This design comes from an exercise in tuning for small area and a short achievable clock period on the open sky130 flow, not from production work. Where RTL was checked, it was by simulation tests only, not by an equivalence proof against the original. No functional check of the RTL was part of run 2.

`design/flow/run.sh`:
```
#!/bin/bash
# synth_recipe.tcl (not shown) runs the flow's synth.tcl, then flattens the netlist and writes it again
# the make line also repeats each setting of config.mk as NAME=value (left out here)
make -C /OpenROAD-flow-scripts/flow DESIGN_CONFIG=/design/flow/config.mk WORK_HOME=/design/flow/orfs CLKGATE_MAP_FILE= SYNTH_SCRIPT=/design/flow/synth_recipe.tcl finish
```
`design/flow/constraint.sdc`:
```
create_clock -name core_clock -period 15.5 [get_ports {clk}]
set_input_delay 3.1000 -clock core_clock [delete_from_list [all_inputs] [get_ports {clk}]]
set_output_delay 3.1000 -clock core_clock [all_outputs]
set_load 0.01 [all_outputs]
```
`design/flow/design.v`:
```
module divmul8 (
    input  wire [7:0] n,       
    input  wire [7:0] d,       
    input  wire       mul,     
    input  wire       as,      
    input  wire       add,     
    output wire [7:0] q,
    output wire [7:0] r
);
    wire [7:0] ds = d ^ {8{mul}};
    wire inv0 = mul | (as & add);
    wire [7:0] ds0 = d ^ {8{inv0}};
    wire [3:0] pt = n[7:4] * d[3:0];
    wire hz7 = ~d[1] & ~d[2] & ~d[3] & ~d[4] & ~d[5] & ~d[6] & ~d[7];
    wire g7_0_0 = ~n[7] & d[0];
    wire p7_0_0 = ~(n[7] ^ d[0]);
    wire ge7 = hz7 & ~g7_0_0;
    assign q[7] = ge7;
    wire r7_0 = ge7 ? (n[7] ^ d[0] ^ 1'b0) : n[7];
    wire hz6 = ~d[2] & ~d[3] & ~d[4] & ~d[5] & ~d[6] & ~d[7];
    wire g6_0_0 = ~n[6] & d[0];
    wire p6_0_0 = ~(n[6] ^ d[0]);
    wire g6_1_0 = ~r7_0 & d[1];
    wire p6_1_0 = ~(r7_0 ^ d[1]);
    wire g6_1_1 = g6_1_0 | (p6_1_0 & g6_0_0);
    wire p6_1_1 = p6_1_0 & p6_0_0;
    wire ge6 = hz6 & ~g6_1_1;
    assign q[6] = ge6;
    wire r6_0 = ge6 ? (n[6] ^ d[0] ^ 1'b0) : n[6];
    wire r6_1 = ge6 ? (r7_0 ^ d[1] ^ g6_0_0) : r7_0;
    wire hz5 = ~d[3] & ~d[4] & ~d[5] & ~d[6] & ~d[7];
    wire g5_0_0 = ~n[5] & d[0];
    wire p5_0_0 = ~(n[5] ^ d[0]);
    wire g5_1_0 = ~r6_0 & d[1];
    wire p5_1_0 = ~(r6_0 ^ d[1]);
    wire g5_2_0 = ~r6_1 & d[2];
    wire p5_2_0 = ~(r6_1 ^ d[2]);
    wire g5_1_1 = g5_1_0 | (p5_1_0 & g5_0_0);
    wire p5_1_1 = p5_1_0 & p5_0_0;
    wire g5_2_2 = g5_2_0 | (p5_2_0 & g5_1_1);
    wire p5_2_2 = p5_2_0 & p5_1_1;
    wire ge5 = hz5 & ~g5_2_2;
    assign q[5] = ge5;
    wire r5_0 = ge5 ? (n[5] ^ d[0] ^ 1'b0) : n[5];
    wire r5_1 = ge5 ? (r6_0 ^ d[1] ^ g5_0_0) : r6_0;
    wire r5_2 = ge5 ? (r6_1 ^ d[2] ^ g5_1_1) : r6_1;
    wire hz4 = ~d[4] & ~d[5] & ~d[6] & ~d[7];
    wire g4_0_0 = ~n[4] & d[0];
    wire p4_0_0 = ~(n[4] ^ d[0]);
    wire g4_1_0 = ~r5_0 & d[1];
    wire p4_1_0 = ~(r5_0 ^ d[1]);
    wire g4_2_0 = ~r5_1 & d[2];
    wire p4_2_0 = ~(r5_1 ^ d[2]);
    wire g4_3_0 = ~r5_2 & d[3];
    wire p4_3_0 = ~(r5_2 ^ d[3]);
    wire g4_1_1 = g4_1_0 | (p4_1_0 & g4_0_0);
    wire p4_1_1 = p4_1_0 & p4_0_0;
    wire g4_3_1 = g4_3_0 | (p4_3_0 & g4_2_0);
    wire p4_3_1 = p4_3_0 & p4_2_0;
    wire g4_2_2 = g4_2_0 | (p4_2_0 & g4_1_1);
    wire p4_2_2 = p4_2_0 & p4_1_1;
    wire g4_3_2 = g4_3_1 | (p4_3_1 & g4_1_1);
    wire p4_3_2 = p4_3_1 & p4_1_1;
    wire ge4 = hz4 & ~g4_3_2;
    assign q[4] = ge4;
    wire r4_0 = ge4 ? (n[4] ^ d[0] ^ 1'b0) : n[4];
    wire r4_1 = ge4 ? (r5_0 ^ d[1] ^ g4_0_0) : r5_0;
    wire r4_2 = ge4 ? (r5_1 ^ d[2] ^ g4_1_1) : r5_1;
    wire r4_3 = ge4 ? (r5_2 ^ d[3] ^ g4_2_2) : r5_2;
    wire t3_0 = mul ? 1'b0 : n[3];
    wire t3_1 = mul ? pt[0] : r4_0;
    wire t3_2 = mul ? pt[1] : r4_1;
    wire t3_3 = mul ? pt[2] : r4_2;
    wire t3_4 = mul ? pt[3] : r4_3;
    wire hz3 = ~d[5] & ~d[6] & ~d[7] & ~mul;
    wire g3_0_0 = ~t3_0 & ds[0];
    wire p3_0_0 = ~(t3_0 ^ ds[0]);
    wire g3_1_0 = ~t3_1 & ds[1];
    wire p3_1_0 = ~(t3_1 ^ ds[1]);
    wire g3_2_0 = ~t3_2 & ds[2];
    wire p3_2_0 = ~(t3_2 ^ ds[2]);
    wire g3_3_0 = ~t3_3 & ds[3];
    wire p3_3_0 = ~(t3_3 ^ ds[3]);
    wire g3_4_0 = ~t3_4 & ds[4];
    wire p3_4_0 = ~(t3_4 ^ ds[4]);
    wire g3_0_b = g3_0_0 | (p3_0_0 & mul);
    wire g3_1_1 = g3_1_0 | (p3_1_0 & g3_0_b);
    wire p3_1_1 = p3_1_0 & p3_0_0;
    wire g3_3_1 = g3_3_0 | (p3_3_0 & g3_2_0);
    wire p3_3_1 = p3_3_0 & p3_2_0;
    wire g3_2_2 = g3_2_0 | (p3_2_0 & g3_1_1);
    wire p3_2_2 = p3_2_0 & p3_1_1;
    wire g3_3_2 = g3_3_1 | (p3_3_1 & g3_1_1);
    wire p3_3_2 = p3_3_1 & p3_1_1;
    wire g3_4_3 = g3_4_0 | (p3_4_0 & g3_3_2);
    wire p3_4_3 = p3_4_0 & p3_3_2;
    wire ge3 = (hz3 & ~g3_4_3) | (mul & n[3]);
    assign q[3] = ge3;
    wire r3_0 = ge3 ? (t3_0 ^ ds[0] ^ mul) : t3_0;
    wire r3_1 = ge3 ? (t3_1 ^ ds[1] ^ g3_0_b) : t3_1;
    wire r3_2 = ge3 ? (t3_2 ^ ds[2] ^ g3_1_1) : t3_2;
    wire r3_3 = ge3 ? (t3_3 ^ ds[3] ^ g3_2_2) : t3_3;
    wire r3_4 = ge3 ? (t3_4 ^ ds[4] ^ g3_3_2) : t3_4;
    wire nb2 = n[2] & ~mul;
    wire hz2 = ~d[6] & ~d[7] & ~mul;
    wire g2_0_0 = ~nb2 & ds[0];
    wire p2_0_0 = ~(nb2 ^ ds[0]);
    wire g2_1_0 = ~r3_0 & ds[1];
    wire p2_1_0 = ~(r3_0 ^ ds[1]);
    wire g2_2_0 = ~r3_1 & ds[2];
    wire p2_2_0 = ~(r3_1 ^ ds[2]);
    wire g2_3_0 = ~r3_2 & ds[3];
    wire p2_3_0 = ~(r3_2 ^ ds[3]);
    wire g2_4_0 = ~r3_3 & ds[4];
    wire p2_4_0 = ~(r3_3 ^ ds[4]);
    wire g2_5_0 = ~r3_4 & ds[5];
    wire p2_5_0 = ~(r3_4 ^ ds[5]);
    wire g2_0_b = g2_0_0 | (p2_0_0 & mul);
    wire g2_1_1 = g2_1_0 | (p2_1_0 & g2_0_b);
    wire p2_1_1 = p2_1_0 & p2_0_0;
    wire g2_3_1 = g2_3_0 | (p2_3_0 & g2_2_0);
    wire p2_3_1 = p2_3_0 & p2_2_0;
    wire g2_5_1 = g2_5_0 | (p2_5_0 & g2_4_0);
    wire p2_5_1 = p2_5_0 & p2_4_0;
    wire g2_2_2 = g2_2_0 | (p2_2_0 & g2_1_1);
    wire p2_2_2 = p2_2_0 & p2_1_1;
    wire g2_3_2 = g2_3_1 | (p2_3_1 & g2_1_1);
    wire p2_3_2 = p2_3_1 & p2_1_1;
    wire g2_4_3 = g2_4_0 | (p2_4_0 & g2_3_2);
    wire p2_4_3 = p2_4_0 & p2_3_2;
    wire g2_5_3 = g2_5_1 | (p2_5_1 & g2_3_2);
    wire p2_5_3 = p2_5_1 & p2_3_2;
    wire ge2 = (hz2 & ~g2_5_3) | (mul & n[2]);
    assign q[2] = ge2;
    wire r2_0 = ge2 ? (nb2 ^ ds[0] ^ mul) : nb2;
    wire r2_1 = ge2 ? (r3_0 ^ ds[1] ^ g2_0_b) : r3_0;
    wire r2_2 = ge2 ? (r3_1 ^ ds[2] ^ g2_1_1) : r3_1;
    wire r2_3 = ge2 ? (r3_2 ^ ds[3] ^ g2_2_2) : r3_2;
    wire r2_4 = ge2 ? (r3_3 ^ ds[4] ^ g2_3_2) : r3_3;
    wire r2_5 = ge2 ? (r3_4 ^ ds[5] ^ g2_4_3) : r3_4;
    wire nb1 = n[1] & ~mul;
    wire hz1 = ~d[7] & ~mul & ~as;
    wire g1_0_0 = ~nb1 & ds[0];
    wire p1_0_0 = ~(nb1 ^ ds[0]);
    wire g1_1_0 = ~r2_0 & ds[1];
    wire p1_1_0 = ~(r2_0 ^ ds[1]);
    wire g1_2_0 = ~r2_1 & ds[2];
    wire p1_2_0 = ~(r2_1 ^ ds[2]);
    wire g1_3_0 = ~r2_2 & ds[3];
    wire p1_3_0 = ~(r2_2 ^ ds[3]);
    wire g1_4_0 = ~r2_3 & ds[4];
    wire p1_4_0 = ~(r2_3 ^ ds[4]);
    wire g1_5_0 = ~r2_4 & ds[5];
    wire p1_5_0 = ~(r2_4 ^ ds[5]);
    wire g1_6_0 = ~r2_5 & ds[6];
    wire p1_6_0 = ~(r2_5 ^ ds[6]);
    wire g1_0_b = g1_0_0 | (p1_0_0 & mul);
    wire g1_1_1 = g1_1_0 | (p1_1_0 & g1_0_b);
    wire p1_1_1 = p1_1_0 & p1_0_0;
    wire g1_3_1 = g1_3_0 | (p1_3_0 & g1_2_0);
    wire p1_3_1 = p1_3_0 & p1_2_0;
    wire g1_5_1 = g1_5_0 | (p1_5_0 & g1_4_0);
    wire p1_5_1 = p1_5_0 & p1_4_0;
    wire g1_2_2 = g1_2_0 | (p1_2_0 & g1_1_1);
    wire p1_2_2 = p1_2_0 & p1_1_1;
    wire g1_3_2 = g1_3_1 | (p1_3_1 & g1_1_1);
    wire p1_3_2 = p1_3_1 & p1_1_1;
    wire g1_6_2 = g1_6_0 | (p1_6_0 & g1_5_1);
    wire p1_6_2 = p1_6_0 & p1_5_1;
    wire g1_4_3 = g1_4_0 | (p1_4_0 & g1_3_2);
    wire p1_4_3 = p1_4_0 & p1_3_2;
    wire g1_5_3 = g1_5_1 | (p1_5_1 & g1_3_2);
    wire p1_5_3 = p1_5_1 & p1_3_2;
    wire g1_6_3 = g1_6_2 | (p1_6_2 & g1_3_2);
    wire p1_6_3 = p1_6_2 & p1_3_2;
    wire ge1 = (hz1 & ~g1_6_3) | (mul & n[1]);
    assign q[1] = ge1;
    wire u1_0 = as ? n[1] : nb1;
    wire r1_0 = ge1 ? (nb1 ^ ds[0] ^ mul) : u1_0;
    wire u1_1 = as ? n[2] : r2_0;
    wire r1_1 = ge1 ? (r2_0 ^ ds[1] ^ g1_0_b) : u1_1;
    wire u1_2 = as ? n[3] : r2_1;
    wire r1_2 = ge1 ? (r2_1 ^ ds[2] ^ g1_1_1) : u1_2;
    wire u1_3 = as ? n[4] : r2_2;
    wire r1_3 = ge1 ? (r2_2 ^ ds[3] ^ g1_2_2) : u1_3;
    wire u1_4 = as ? n[5] : r2_3;
    wire r1_4 = ge1 ? (r2_3 ^ ds[4] ^ g1_3_2) : u1_4;
    wire u1_5 = as ? n[6] : r2_4;
    wire r1_5 = ge1 ? (r2_4 ^ ds[5] ^ g1_4_3) : u1_5;
    wire u1_6 = as ? n[7] : r2_5;
    wire r1_6 = ge1 ? (r2_5 ^ ds[6] ^ g1_5_3) : u1_6;
    wire nb0 = n[0] & ~mul;
    wire hz0 = 1'b1 & ~mul & ~as;
    wire g0_0_0 = ~nb0 & ds0[0];
    wire p0_0_0 = ~(nb0 ^ ds0[0]);
    wire g0_1_0 = ~r1_0 & ds0[1];
    wire p0_1_0 = ~(r1_0 ^ ds0[1]);
    wire g0_2_0 = ~r1_1 & ds0[2];
    wire p0_2_0 = ~(r1_1 ^ ds0[2]);
    wire g0_3_0 = ~r1_2 & ds0[3];
    wire p0_3_0 = ~(r1_2 ^ ds0[3]);
    wire g0_4_0 = ~r1_3 & ds0[4];
    wire p0_4_0 = ~(r1_3 ^ ds0[4]);
    wire g0_5_0 = ~r1_4 & ds0[5];
    wire p0_5_0 = ~(r1_4 ^ ds0[5]);
    wire g0_6_0 = ~r1_5 & ds0[6];
    wire p0_6_0 = ~(r1_5 ^ ds0[6]);
    wire g0_7_0 = ~r1_6 & ds0[7];
    wire p0_7_0 = ~(r1_6 ^ ds0[7]);
    wire g0_0_b = g0_0_0 | (p0_0_0 & inv0);
    wire g0_1_1 = g0_1_0 | (p0_1_0 & g0_0_b);
    wire p0_1_1 = p0_1_0 & p0_0_0;
    wire g0_3_1 = g0_3_0 | (p0_3_0 & g0_2_0);
    wire p0_3_1 = p0_3_0 & p0_2_0;
    wire g0_5_1 = g0_5_0 | (p0_5_0 & g0_4_0);
    wire p0_5_1 = p0_5_0 & p0_4_0;
    wire g0_7_1 = g0_7_0 | (p0_7_0 & g0_6_0);
    wire p0_7_1 = p0_7_0 & p0_6_0;
    wire g0_2_2 = g0_2_0 | (p0_2_0 & g0_1_1);
    wire p0_2_2 = p0_2_0 & p0_1_1;
    wire g0_3_2 = g0_3_1 | (p0_3_1 & g0_1_1);
    wire p0_3_2 = p0_3_1 & p0_1_1;
    wire g0_6_2 = g0_6_0 | (p0_6_0 & g0_5_1);
    wire p0_6_2 = p0_6_0 & p0_5_1;
    wire g0_7_2 = g0_7_1 | (p0_7_1 & g0_5_1);
    wire p0_7_2 = p0_7_1 & p0_5_1;
    wire g0_4_3 = g0_4_0 | (p0_4_0 & g0_3_2);
    wire p0_4_3 = p0_4_0 & p0_3_2;
    wire g0_5_3 = g0_5_1 | (p0_5_1 & g0_3_2);
    wire p0_5_3 = p0_5_1 & p0_3_2;
    wire g0_6_3 = g0_6_2 | (p0_6_2 & g0_3_2);
    wire p0_6_3 = p0_6_2 & p0_3_2;
    wire g0_7_3 = g0_7_2 | (p0_7_2 & g0_3_2);
    wire p0_7_3 = p0_7_2 & p0_3_2;
    wire ge0 = (hz0 & ~g0_7_3) | (mul & n[0]) | as;
    assign q[0] = ge0;
    wire r0_0 = ge0 ? (nb0 ^ ds0[0] ^ inv0) : nb0;
    wire r0_1 = ge0 ? (r1_0 ^ ds0[1] ^ g0_0_b) : r1_0;
    wire r0_2 = ge0 ? (r1_1 ^ ds0[2] ^ g0_1_1) : r1_1;
    wire r0_3 = ge0 ? (r1_2 ^ ds0[3] ^ g0_2_2) : r1_2;
    wire r0_4 = ge0 ? (r1_3 ^ ds0[4] ^ g0_3_2) : r1_3;
    wire r0_5 = ge0 ? (r1_4 ^ ds0[5] ^ g0_4_3) : r1_4;
    wire r0_6 = ge0 ? (r1_5 ^ ds0[6] ^ g0_5_3) : r1_5;
    wire r0_7 = ge0 ? (r1_6 ^ ds0[7] ^ g0_6_3) : r1_6;
    assign r = {r0_7, r0_6, r0_5, r0_4, r0_3, r0_2, r0_1, r0_0};
endmodule
module main (
    input wire clk,
    input wire rst,
    input wire [7:0] in,
    input wire [2:0] op,
    input wire apply,
    output wire [7:0] tail,
    output wire empty,
    output reg valid
);
    reg [7:0] q0, q1, q2, q3, q4;
    reg [2:0] c;     
    assign tail  = q0;
    assign empty = (c == 3'd0);
    reg [7:0] a, b;
    always @* begin
        case ({c[2], c[0]})
            2'd0: begin a = q1; b = q0; end
            2'd1: begin a = q2; b = q1; end
            2'd2: begin a = q3; b = q2; end
            default: begin a = q4; b = q3; end
        endcase
    end
    wire       mul = op[1] & op[0];
    wire       as  = ~op[0] & (op[1] ^ op[2]);
    wire       add = ~op[2];
    wire [7:0] quo, rem;
    divmul8 u_div (.n(b), .d(a), .mul(mul), .as(as), .add(add), .q(quo), .r(rem));
    reg [7:0] res;
    always @* begin
        case (op)
            3'd0:    res = in;
            3'd5:    res = quo;
            default: res = rem;
        endcase
    end
    wire full = c[2] & c[0];
    wire ge2  = c[2] | c[1];
    wire ge1  = c != 3'd0;
    wire bad = (op == 3'd7)
             | ((op == 3'd0) & full)
             | ((op == 3'd1) & ~ge1)
             | ((op != 3'd0) & (op != 3'd1) & ~ge2)
             | (((op == 3'd5) | (op == 3'd6)) & (a == 8'd0));
    always @(posedge clk) begin
        if (apply && op != 3'd1) begin
            q0 <= res;
            q1 <= q0;
            q2 <= q1;
            q3 <= q2;
            q4 <= q3;
        end
    end
    always @(posedge clk or posedge rst) begin
        if (rst) begin
            c     <= 3'd0;
            valid <= 1'b1;
        end else if (apply) begin
            if (op == 3'd0) c <= c + 3'd1;
            else            c <= c - 3'd1;
            if (bad) valid <= 1'b0;
        end
    end
endmodule
```
`design/flow/config.mk`:
```
export PLATFORM = sky130hd
export DESIGN_NAME = main
export DESIGN_NICKNAME = main
export VERILOG_FILES = /design/flow/design.v
export SDC_FILE = /design/flow/constraint.sdc
export NUM_CORES = 4
export LEC_CHECK = 0
export ABC_AREA = 1
export CAP_MARGIN = 0
export CORE_MARGIN = 2
export CORE_UTILIZATION = 70
export SETUP_SLACK_MARGIN = 3
export SLEW_MARGIN = 0
export TNS_END_PERCENT = 10
```
==> results by group, run 1 <==
Timing
  • RSZ-0062 raised after global routing: no
  • Setup violators final: 0
  • Slew headroom: 0.3513
  • Final worst setup slack: around 3.8 ns
  • FMAX: 0.08584 GHz
  • Final Critical Period: 11.65 ns
  • Tightest Pin Transition: 0.9695 ns
  • Clk_skew: just under 0.02 ns
  • Setup TNS: 0 ns
  • Final period util: 0.7516
  • Max Transition Viols Final: 0
  • Final hold vios: 0

Placed design
  • Final Wtd Congestion: between 0.9 and 1
  • I/O Buffers: 23
  • DP Worst Slack: roughly 2.4 ns
  • Detailed placement HPWL: between 8000 and 9000 um

Critical path
  • Crit Path Max Fanout: 13
  • CP max stage delay: 0.58 ns
  • Crit end category: flop
  • Register-to-Register Path Depth: between 60 and 70
  • Critical setup path kind: flop to flop
  • Arr. time, crit path: roughly 12 ns
  • Slowest CP cell: dfrtp_4
  • Nature of the critical path startpoint: flop
  • Stages on the worst setup path: 69
  • CP delay by family, top: adder cells
  • Req. time, crit path: about 16 ns
  • Worst Path Buf+Inv: 10
  • Most common cell on crit path: nand2_1

Drt
  • DR vias: ~4,000
  • Antenna viol nets, final: 0
  • Drt total wl: 12,320 um
  • DRC: 0
  • Drt wl/cell: around 19 um
  • Starting DRT DRC Count: 550
  • Via-per-instance ratio: 6.236
  • Iteration count of the initial detailed-routing pass: 5

Logic synthesis
  • Count of different cell masters after synthesis: between 40 and 50
  • Area contributors post-synth: edfxtp_1 28%, nand2_1 12%, ha_1 9.2%
  • Area share of the largest cell type after synthesis: 0.2850
  • Syn Nets: ~600
  • Ys flop type: edfxtp_1
  • Fraction of registers with async set/reset: 0.09091
  • Post-synthesis sequential area ratio: 0.3090
  • Synth Warn #: 1
  • Count leader, synth: nand2_1
  • Commonest cells in the netlist: 133 x nand2_1, 67 x inv_1, 47 x nand3_1
  • Synth area leader: edfxtp_1
  • EDFF count, synth: 40
  • Yosys reg bits: 44
  • Average size of a mapped cell: approximately 8 um^2
  • Gate Count Post-Synth: roughly 530
  • Area of the mapped netlist: about 0.0042 mm^2

Cells and area
  • Share of cells above drive strength 1: 0.1263
  • Antenna cells: 0
  • Nets: around 630
  • Layout area overhead: 14.78%

Floorplanning
  • Starting density of the core: 0.7162
  • DIE HEIGHT: roughly 80 um
  • IO Count: 24
  • Core Region: between 0.005 and 0.006 mm^2
  • Die Area: around 0.0067 mm^2
  • Row Count: 28
  • Die Width: ~82 um

Clock network
  • # hold bufs at CTS: 0
  • CTS Buf Count: 5
  • Clock sink count: between 40 and 50
  • Reg clk slew, reported paths: approximately 0.10 ns
  • Worst-skew pair later-pin latency: around 0.31 ns
  • CTS Buffer Depth: 2
  • Clk root buf: clkbuf_8
  • CTS tree: yes
  • H-tree depth: 2

Global routing
  • Initial antenna violation count: 0
  • Largest net degree at the start of global routing: 24
  • Vias in the first global route: ~3,600
  • First-pass GRT wire length: around 18,000 um
  • Total grt overflow: 0
  • GRT Util Overall: 0.3558

Flow run
  • Maximum capacitance violations: 0

Status
  • Outcome: timing/DRC/antenna clean

Hold path
  • Worst Hold Class: flop to flop
  • Hold path cells: 0
## timing repair
action	in CTS	in global routing
resized for setup	5	27
endpoints found under the setup margin	8	8
pin swaps	0	3
buffers inserted	0	19
## per-stage QoR
step           hold WS (ns)  instances  instance area [um^2]    util
2_1_floorplan        0.4446        529                  4215       -
3_3_place_gp         0.4548        618                  4486  0.7621
3_5_place_dp         0.4641        618                  4486  0.7621
4_1_cts              0.4803        626                  4601  0.7817
5_1_grt              0.4859        645                  4838  0.8221
6_report             0.4775        645                  4838  0.8221
## cell families (layout without fill, tap and decap cells)
| logic type | Yosys count | after routing | share of synthesized area |
|---|---|---|---|
| adders and majority gates | 49 | 49 | 0.1775 |
| and+or+nand+nor | 246 | 246 | 0.2579 |
| buffers and inverters | 80 | 121 | 0.07777 |
| muxes | 1 | 1 | 0.002375 |
| AOI/OAI and AO/OA | 80 | 80 | 0.1152 |
| xor gates and xnor gates | 29 | 29 | 0.06025 |
| DFF | 44 | 44 | 0.3090 |
## worst paths after layout
path	start	to	slack, ns
setup reg to reg	c[0]$_DFFE_PP0P_	q0[3]$_DFFE_PP_	3.85
setup / recovery	c[0]$_DFFE_PP0P_	q0[3]$_DFFE_PP_	3.85
hold / removal	q0[6]$_DFFE_PP_	q1[6]$_DFFE_PP_	0.48
max in group asynchronous	rst	valid$_DFFE_PP1P_	12.25
hold reg to reg	q0[6]$_DFFE_PP_	q1[6]$_DFFE_PP_	0.48
min in group asynchronous	rst	c[2]$_DFFE_PP0P_	2.99
## sequential cells by signal, indices dropped and copies added, names as in the netlist
| register | count |
|---|---|
| q0 | 8 |
| q1 | 8 |
| q2 | 8 |
| q3 | 8 |
| q4 | 8 |
| c | 3 |
| valid | 1 |
## metal layers
layer  vias up  global-route usage  share of wire
met5         -                   0              0
met4         0              0.1550          0.042
met3        49             0.04286          0.085
met2       263              0.6107           0.51
met1      1874              0.4524           0.37
li1       1836                   -              -
## final cells by class
| class | count | area, um^2 |
|---|---|---|
| tap | 75 | 93.84 |
| clock inverter | 2 | 35.03 |
| inverter | 69 | 267.8 |
| multi-input combinational | 405 | 2671 |
| fill | 371 | 1047 |
| timing repair buffer | 44 | 387.9 |
| clock buffer | 6 | 72.57 |
| sequential | 44 | 1310 |
## cells in the final DEF (no fill, tap or decap), types with 2 or more instances in the layout
master	netlist	layout
xnor2_1	6	5
nor3_1	2	2
a31o_2	2	2
nand2_1	133	130
nand4_1	10	10
inv_2	2	2
nor2_1	34	32
o21ai_1	5	8
inv_1	67	64
a21boi_0	4	4
a22oi_1	3	3
nand2_2	4	4
xor2_1	23	23
a21oi_2	3	2
or2_2	8	8
a31oi_1	2	2
buf_4	5	21
fa_1	18	18
nand3_1	47	47
clkbuf_8	0	5
nand4_4	1	2
edfxtp_1	40	40
o21ai_0	23	18
ha_1	31	31
a21oi_1	26	26
dfrtp_4	0	2
clkdlybuf4s50_1	0	23
inv_4	0	2
nand2_4	0	3
o21ai_2	4	5
nor2_4	1	4
==> inputs of run 2 (changes only) <==
--- a/design/flow/design.v
+++ b/design/flow/design.v
@@ -10,7 +10,7 @@
     wire [7:0] ds = d ^ {8{mul}};
     wire inv0 = mul | (as & add);
     wire [7:0] ds0 = d ^ {8{inv0}};
-    wire [3:0] pt = n[7:4] * d[3:0];
+    wire [2:0] pt = n[7:5] * d[2:0];
     wire hz7 = ~d[1] & ~d[2] & ~d[3] & ~d[4] & ~d[5] & ~d[6] & ~d[7];
     wire g7_0_0 = ~n[7] & d[0];
     wire p7_0_0 = ~(n[7] ^ d[0]);
@@ -44,16 +44,21 @@
     wire r5_0 = ge5 ? (n[5] ^ d[0] ^ 1'b0) : n[5];
     wire r5_1 = ge5 ? (r6_0 ^ d[1] ^ g5_0_0) : r6_0;
     wire r5_2 = ge5 ? (r6_1 ^ d[2] ^ g5_1_1) : r6_1;
-    wire hz4 = ~d[4] & ~d[5] & ~d[6] & ~d[7];
-    wire g4_0_0 = ~n[4] & d[0];
-    wire p4_0_0 = ~(n[4] ^ d[0]);
-    wire g4_1_0 = ~r5_0 & d[1];
-    wire p4_1_0 = ~(r5_0 ^ d[1]);
-    wire g4_2_0 = ~r5_1 & d[2];
-    wire p4_2_0 = ~(r5_1 ^ d[2]);
-    wire g4_3_0 = ~r5_2 & d[3];
-    wire p4_3_0 = ~(r5_2 ^ d[3]);
-    wire g4_1_1 = g4_1_0 | (p4_1_0 & g4_0_0);
+    wire t4_0 = mul ? 1'b0 : n[4];
+    wire t4_1 = mul ? pt[0] : r5_0;
+    wire t4_2 = mul ? pt[1] : r5_1;
+    wire t4_3 = mul ? pt[2] : r5_2;
+    wire hz4 = ~d[4] & ~d[5] & ~d[6] & ~d[7] & ~mul;
+    wire g4_0_0 = ~t4_0 & ds[0];
+    wire p4_0_0 = ~(t4_0 ^ ds[0]);
+    wire g4_1_0 = ~t4_1 & ds[1];
+    wire p4_1_0 = ~(t4_1 ^ ds[1]);
+    wire g4_2_0 = ~t4_2 & ds[2];
+    wire p4_2_0 = ~(t4_2 ^ ds[2]);
+    wire g4_3_0 = ~t4_3 & ds[3];
+    wire p4_3_0 = ~(t4_3 ^ ds[3]);
+    wire g4_0_b = g4_0_0 | (p4_0_0 & mul);
+    wire g4_1_1 = g4_1_0 | (p4_1_0 & g4_0_b);
     wire p4_1_1 = p4_1_0 & p4_0_0;
     wire g4_3_1 = g4_3_0 | (p4_3_0 & g4_2_0);
     wire p4_3_1 = p4_3_0 & p4_2_0;
@@ -61,28 +66,24 @@
     wire p4_2_2 = p4_2_0 & p4_1_1;
     wire g4_3_2 = g4_3_1 | (p4_3_1 & g4_1_1);
     wire p4_3_2 = p4_3_1 & p4_1_1;
-    wire ge4 = hz4 & ~g4_3_2;
+    wire ge4 = (hz4 & ~g4_3_2) | (mul & n[4]);
     assign q[4] = ge4;
-    wire r4_0 = ge4 ? (n[4] ^ d[0] ^ 1'b0) : n[4];
-    wire r4_1 = ge4 ? (r5_0 ^ d[1] ^ g4_0_0) : r5_0;
-    wire r4_2 = ge4 ? (r5_1 ^ d[2] ^ g4_1_1) : r5_1;
-    wire r4_3 = ge4 ? (r5_2 ^ d[3] ^ g4_2_2) : r5_2;
-    wire t3_0 = mul ? 1'b0 : n[3];
-    wire t3_1 = mul ? pt[0] : r4_0;
-    wire t3_2 = mul ? pt[1] : r4_1;
-    wire t3_3 = mul ? pt[2] : r4_2;
-    wire t3_4 = mul ? pt[3] : r4_3;
+    wire r4_0 = ge4 ? (t4_0 ^ ds[0] ^ mul) : t4_0;
+    wire r4_1 = ge4 ? (t4_1 ^ ds[1] ^ g4_0_b) : t4_1;
+    wire r4_2 = ge4 ? (t4_2 ^ ds[2] ^ g4_1_1) : t4_2;
+    wire r4_3 = ge4 ? (t4_3 ^ ds[3] ^ g4_2_2) : t4_3;
+    wire nb3 = n[3] & ~mul;
     wire hz3 = ~d[5] & ~d[6] & ~d[7] & ~mul;
-    wire g3_0_0 = ~t3_0 & ds[0];
-    wire p3_0_0 = ~(t3_0 ^ ds[0]);
-    wire g3_1_0 = ~t3_1 & ds[1];
-    wire p3_1_0 = ~(t3_1 ^ ds[1]);
-    wire g3_2_0 = ~t3_2 & ds[2];
-    wire p3_2_0 = ~(t3_2 ^ ds[2]);
-    wire g3_3_0 = ~t3_3 & ds[3];
-    wire p3_3_0 = ~(t3_3 ^ ds[3]);
-    wire g3_4_0 = ~t3_4 & ds[4];
-    wire p3_4_0 = ~(t3_4 ^ ds[4]);
+    wire g3_0_0 = ~nb3 & ds[0];
+    wire p3_0_0 = ~(nb3 ^ ds[0]);
+    wire g3_1_0 = ~r4_0 & ds[1];
+    wire p3_1_0 = ~(r4_0 ^ ds[1]);
+    wire g3_2_0 = ~r4_1 & ds[2];
+    wire p3_2_0 = ~(r4_1 ^ ds[2]);
+    wire g3_3_0 = ~r4_2 & ds[3];
+    wire p3_3_0 = ~(r4_2 ^ ds[3]);
+    wire g3_4_0 = ~r4_3 & ds[4];
+    wire p3_4_0 = ~(r4_3 ^ ds[4]);
     wire g3_0_b = g3_0_0 | (p3_0_0 & mul);
     wire g3_1_1 = g3_1_0 | (p3_1_0 & g3_0_b);
     wire p3_1_1 = p3_1_0 & p3_0_0;
@@ -96,11 +97,11 @@
     wire p3_4_3 = p3_4_0 & p3_3_2;
     wire ge3 = (hz3 & ~g3_4_3) | (mul & n[3]);
     assign q[3] = ge3;
-    wire r3_0 = ge3 ? (t3_0 ^ ds[0] ^ mul) : t3_0;
-    wire r3_1 = ge3 ? (t3_1 ^ ds[1] ^ g3_0_b) : t3_1;
-    wire r3_2 = ge3 ? (t3_2 ^ ds[2] ^ g3_1_1) : t3_2;
-    wire r3_3 = ge3 ? (t3_3 ^ ds[3] ^ g3_2_2) : t3_3;
-    wire r3_4 = ge3 ? (t3_4 ^ ds[4] ^ g3_3_2) : t3_4;
+    wire r3_0 = ge3 ? (nb3 ^ ds[0] ^ mul) : nb3;
+    wire r3_1 = ge3 ? (r4_0 ^ ds[1] ^ g3_0_b) : r4_0;
+    wire r3_2 = ge3 ? (r4_1 ^ ds[2] ^ g3_1_1) : r4_1;
+    wire r3_3 = ge3 ? (r4_2 ^ ds[3] ^ g3_2_2) : r4_2;
+    wire r3_4 = ge3 ? (r4_3 ^ ds[4] ^ g3_3_2) : r4_3;
     wire nb2 = n[2] & ~mul;
     wire hz2 = ~d[6] & ~d[7] & ~mul;
     wire g2_0_0 = ~nb2 & ds[0];
--- a/design/flow/config.mk
+++ b/design/flow/config.mk
@@ -8,7 +8,7 @@
 export ABC_AREA = 1
 export CAP_MARGIN = 0
 export CORE_MARGIN = 2
-export CORE_UTILIZATION = 70
+export CORE_UTILIZATION = 60
 export SETUP_SLACK_MARGIN = 3
 export SLEW_MARGIN = 0
 export TNS_END_PERCENT = 10
==> run 2 against run 1 <==
Sequential share of layout area decreased by 0.35 points; final cell count unchanged; die area rose by 13%; still clean on timing, DRC and antenna; first-iteration DRC count fell by 45%; non-clock buffer count up 14; hold slack improved by 0.0049 ns; critical endpoint is now q0[0]$_DFFE_PP_.
==> results by group, run 2 <==
Status
  • Outcome: timing/DRC/antenna clean

Logic synthesis
  • Commonest cells in the netlist: 123 x nand2_1, 61 x inv_1, 46 x nand3_1
  • Area share of the largest cell type after synthesis: 0.2932 (+0.008268)
  • Count of different cell masters after synthesis: 44 (-6.4%)
  • Area contributors post-synth: edfxtp_1 29%, nand2_1 11%, fa_1 8.8%
  • Yosys reg bits: 44 (unchanged)
  • Syn Nets: 568 (-4.1%)
  • Average size of a mapped cell: 8.032 um^2 (+0.80%)
  • Count leader, synth: nand2_1
  • Gate Count Post-Synth: 510 (-3.6%)
  • Area of the mapped netlist: 0.004096 mm^2 (-2.8%)
  • Ys flop type: edfxtp_1
  • Post-synthesis sequential area ratio: 0.3180 (+0.008966)
  • Synth Warn #: 1 (unchanged)
  • Synth area leader: edfxtp_1
  • Fraction of registers with async set/reset: 0.09091 (unchanged)
  • EDFF count, synth: 40 (unchanged)

Drt
  • Antenna viol nets, final: 0 (unchanged)
  • DR vias: 3,813 (-5.2%)
  • Drt total wl: 11,440 um (-7.2%)
  • Starting DRT DRC Count: 302 (-45%)
  • DRC: 0 (unchanged)
  • Iteration count of the initial detailed-routing pass: 5 (unchanged)
  • Via-per-instance ratio: 5.912 (-5.2%)
  • Drt wl/cell: 17.73 um (-7.2%)

Critical path
  • Critical setup path kind: primary input to flop
  • Launch point of the worst path: op[1]
  • Crit Path Max Fanout: 12 (-1)
  • R2r setup slk: 3.68 ns (-0.17 ns)
  • Req. time, crit path: 15.54 ns (about the same)
  • CP max stage delay: 0.52 ns (-0.06 ns)
  • Crit end category: flop
  • Reg2reg start: c[2]$_DFFE_PP0P_
  • Register-to-Register Path Depth: 68 (-1.4%)
  • Most common cell on crit path: inv_1
  • Arr. time, crit path: 11.88 ns (+0.20 ns)
  • Nature of the critical path startpoint: primary input
  • Slowest CP cell: clkdlybuf4s50_1

Timing
  • FMAX: 0.08448 GHz (-1.6%)
  • Hold_ws: 0.4824 ns (+0.004943 ns)
  • Slew headroom: 0.2400 (-0.1113)
  • Tightest Pin Transition: 1.137 ns (+0.1678 ns)
  • Final Critical Period: 11.84 ns (+0.1877 ns)
  • Final worst setup slack: 3.662 ns (-0.1877 ns)
  • Clk_skew: 0.005590 ns (-0.01427 ns)
  • Final hold vios: 0 (unchanged)
  • Final period util: 0.7637 (+0.01211)
  • Setup violators final: 0 (unchanged)
  • RSZ-0062 raised after global routing: no
  • Setup TNS: 0 ns (unchanged)
  • Max Transition Viols Final: 0 (unchanged)

Clock network
  • Clk root buf: clkbuf_8
  • CTS Buffer Depth: 2 (unchanged)
  • H-tree depth: 2 (unchanged)
  • CTS tree: yes
  • Worst-skew pair later-pin latency: 0.30 ns (about the same)
  • Reg clk slew, reported paths: 0.08 ns (-0.02 ns)
  • Clock sink count: 44 (unchanged)
  • CTS Buf Count: 5 (unchanged)

Cells and area
  • Share of cells above drive strength 1: 0.1593 (+0.03298)
  • Fin util: 0.7316 (-0.09042)
  • Nets: 622 (-1.6%)
  • Antenna cells: 0 (unchanged)
  • Most frequent cells in the layout: 119 x nand2_1, 59 x inv_1, 46 x nand3_1
  • Layout area overhead: 19.33%
  • Commonest non-fill, non-tap cell in the layout: nand2_1

Hold path
  • Hold Path Origin: q1[7]$_DFFE_PP_
  • Hold path cells: 0 (unchanged)
  • Worst Hold Class: flop to flop

Floorplanning
  • Starting density of the core: 0.6131 (-0.1031)
  • IO Count: 24 (unchanged)
  • Die Width: 86.63 um (+6.2%)
  • Row Count: 30 (+7.1%)
  • Core Region: 0.006681 mm^2 (+14%)
  • Die Area: 0.007504 mm^2 (+13%)
  • DIE HEIGHT: 86.63 um (+6.2%)

Flow run
  • Maximum capacitance violations: 0 (unchanged)

Global routing
  • Largest net degree at the start of global routing: 41 (+71%)
  • Total grt overflow: 0 (unchanged)
  • Initial antenna violation count: 0 (unchanged)
  • Vias in the first global route: 3,508 (-1.7%)
  • GRT Util Overall: 0.3047 (-0.05110)
  • First-pass GRT wire length: 17,490 um (-0.78%)

Placed design
  • Detailed placement HPWL: 8429 um (-4.4%)
  • Final Wtd Congestion: 0.9525 (-2.7%)
  • I/O Buffers: 23 (unchanged)
  • DP Worst Slack: 1.970 ns (-0.4750 ns)
-- run 2: changes by cell type after synthesis, sizes merged, moves of 3 or more --
cell / delta
a21boi: -3
a21oi: -8
and2: +3
ha: -5
inv: -3
nand2: -13
o211ai: +3
o21ai: +14
or2: -4
-- run 2: what timing repair did --
item / CTS / global route
endpoints found under the setup margin: 8 / 8
pin swaps: 2 / 10
gates resized for setup: 11 / 23
buffers inserted: 7 / 27
hold endpoints to repair: 0 / 0
hold buffers: 0 / 0
gates cloned: 0 / 1
-- run 2: critical path: cells and delay by family --
family                     cells  cell delay, ns
and+or+nand+nor               18            2.52
AOI/OAI and AO/OA             16            2.49
adders and majority gates      7            2.31
buffers and inverters          9            1.25
xor gates and xnor gates       1            0.18
-- run 2: kinds of logic after synthesis --
logic type	Yosys count	synth area share
and+or+nand+nor	227	0.2431
AOI/OAI and AO/OA	86	0.1280
muxes	1	0.002444
xor gates and xnor gates	30	0.06414
buffers and inverters	78	0.07697
adders and majority gates	44	0.1674
DFF	44	0.3180
-- run 2: final timing paths --
check,to
min,q2[7]$_DFFE_PP_
min in group asynchronous,c[0]$_DFFE_PP0P_
max,q0[0]$_DFFE_PP_
max reg2reg,q0[0]$_DFFE_PP_
min reg2reg,q2[7]$_DFFE_PP_
max in group asynchronous,valid$_DFFE_PP1P_
-- run 2: cell type report --
type	count	area, um^2
fill	524	1793
inverter	66	254.0
clock inverter	1	5.005
sequential	44	1306
tap	80	100.1
multi-input combinational	389	2616
timing repair buffer	58	530.5
clock buffer	7	76.32
-- run 2: metal layers --
metal	global-route usage	vias to the layer above	wire [um]
met5	0	-	0
met4	0.1349	0	535
met3	0.04000	45	771
met2	0.5070	168	5505
met1	0.3982	1791	4625
li1	-	1809	-
-- run 2: stage by stage --
step | cell area, um^2 | std cells
after CTS | 4562 | 617
after global placement | 4374 | 602
after floorplan | 4096 | 510
after detailed placement | 4374 | 602
final | 4888 | 645
after global routing | 4888 | 645

-- static timing again, ports no longer ideal --
The results above use ideal ports. As a check the final layouts listed here were re-extracted and re-timed, cells and wires unchanged.
Step 1 sets driving cells, clkbuf_16 on the clock port and buf_2 on the other inputs (assumed; they add their load-dependent delay and slew).
Step 2 moves the port delays by t, midway between the first and last clock arrival at a register: inputs arrive t later, outputs are due t later. That takes back most of the time a late clock gives input paths.
a / b / c = no drivers / after step 1 / after step 2; a / b = the first two.
run | shift t [ns] | setup slack, ns | worst data-port slew with drivers (ns)
run 1 | 0.331 | 3.850 / 3.850 / 3.557 | 0.04
run 2 | 0.322 | 3.662 / 3.655 / 3.333 | 0.04
After both steps every run listed still meets setup and hold. For run 2, which loses most, drivers alone change the setup slack by -0.007 ns; drivers and shift together by -0.329 ns.
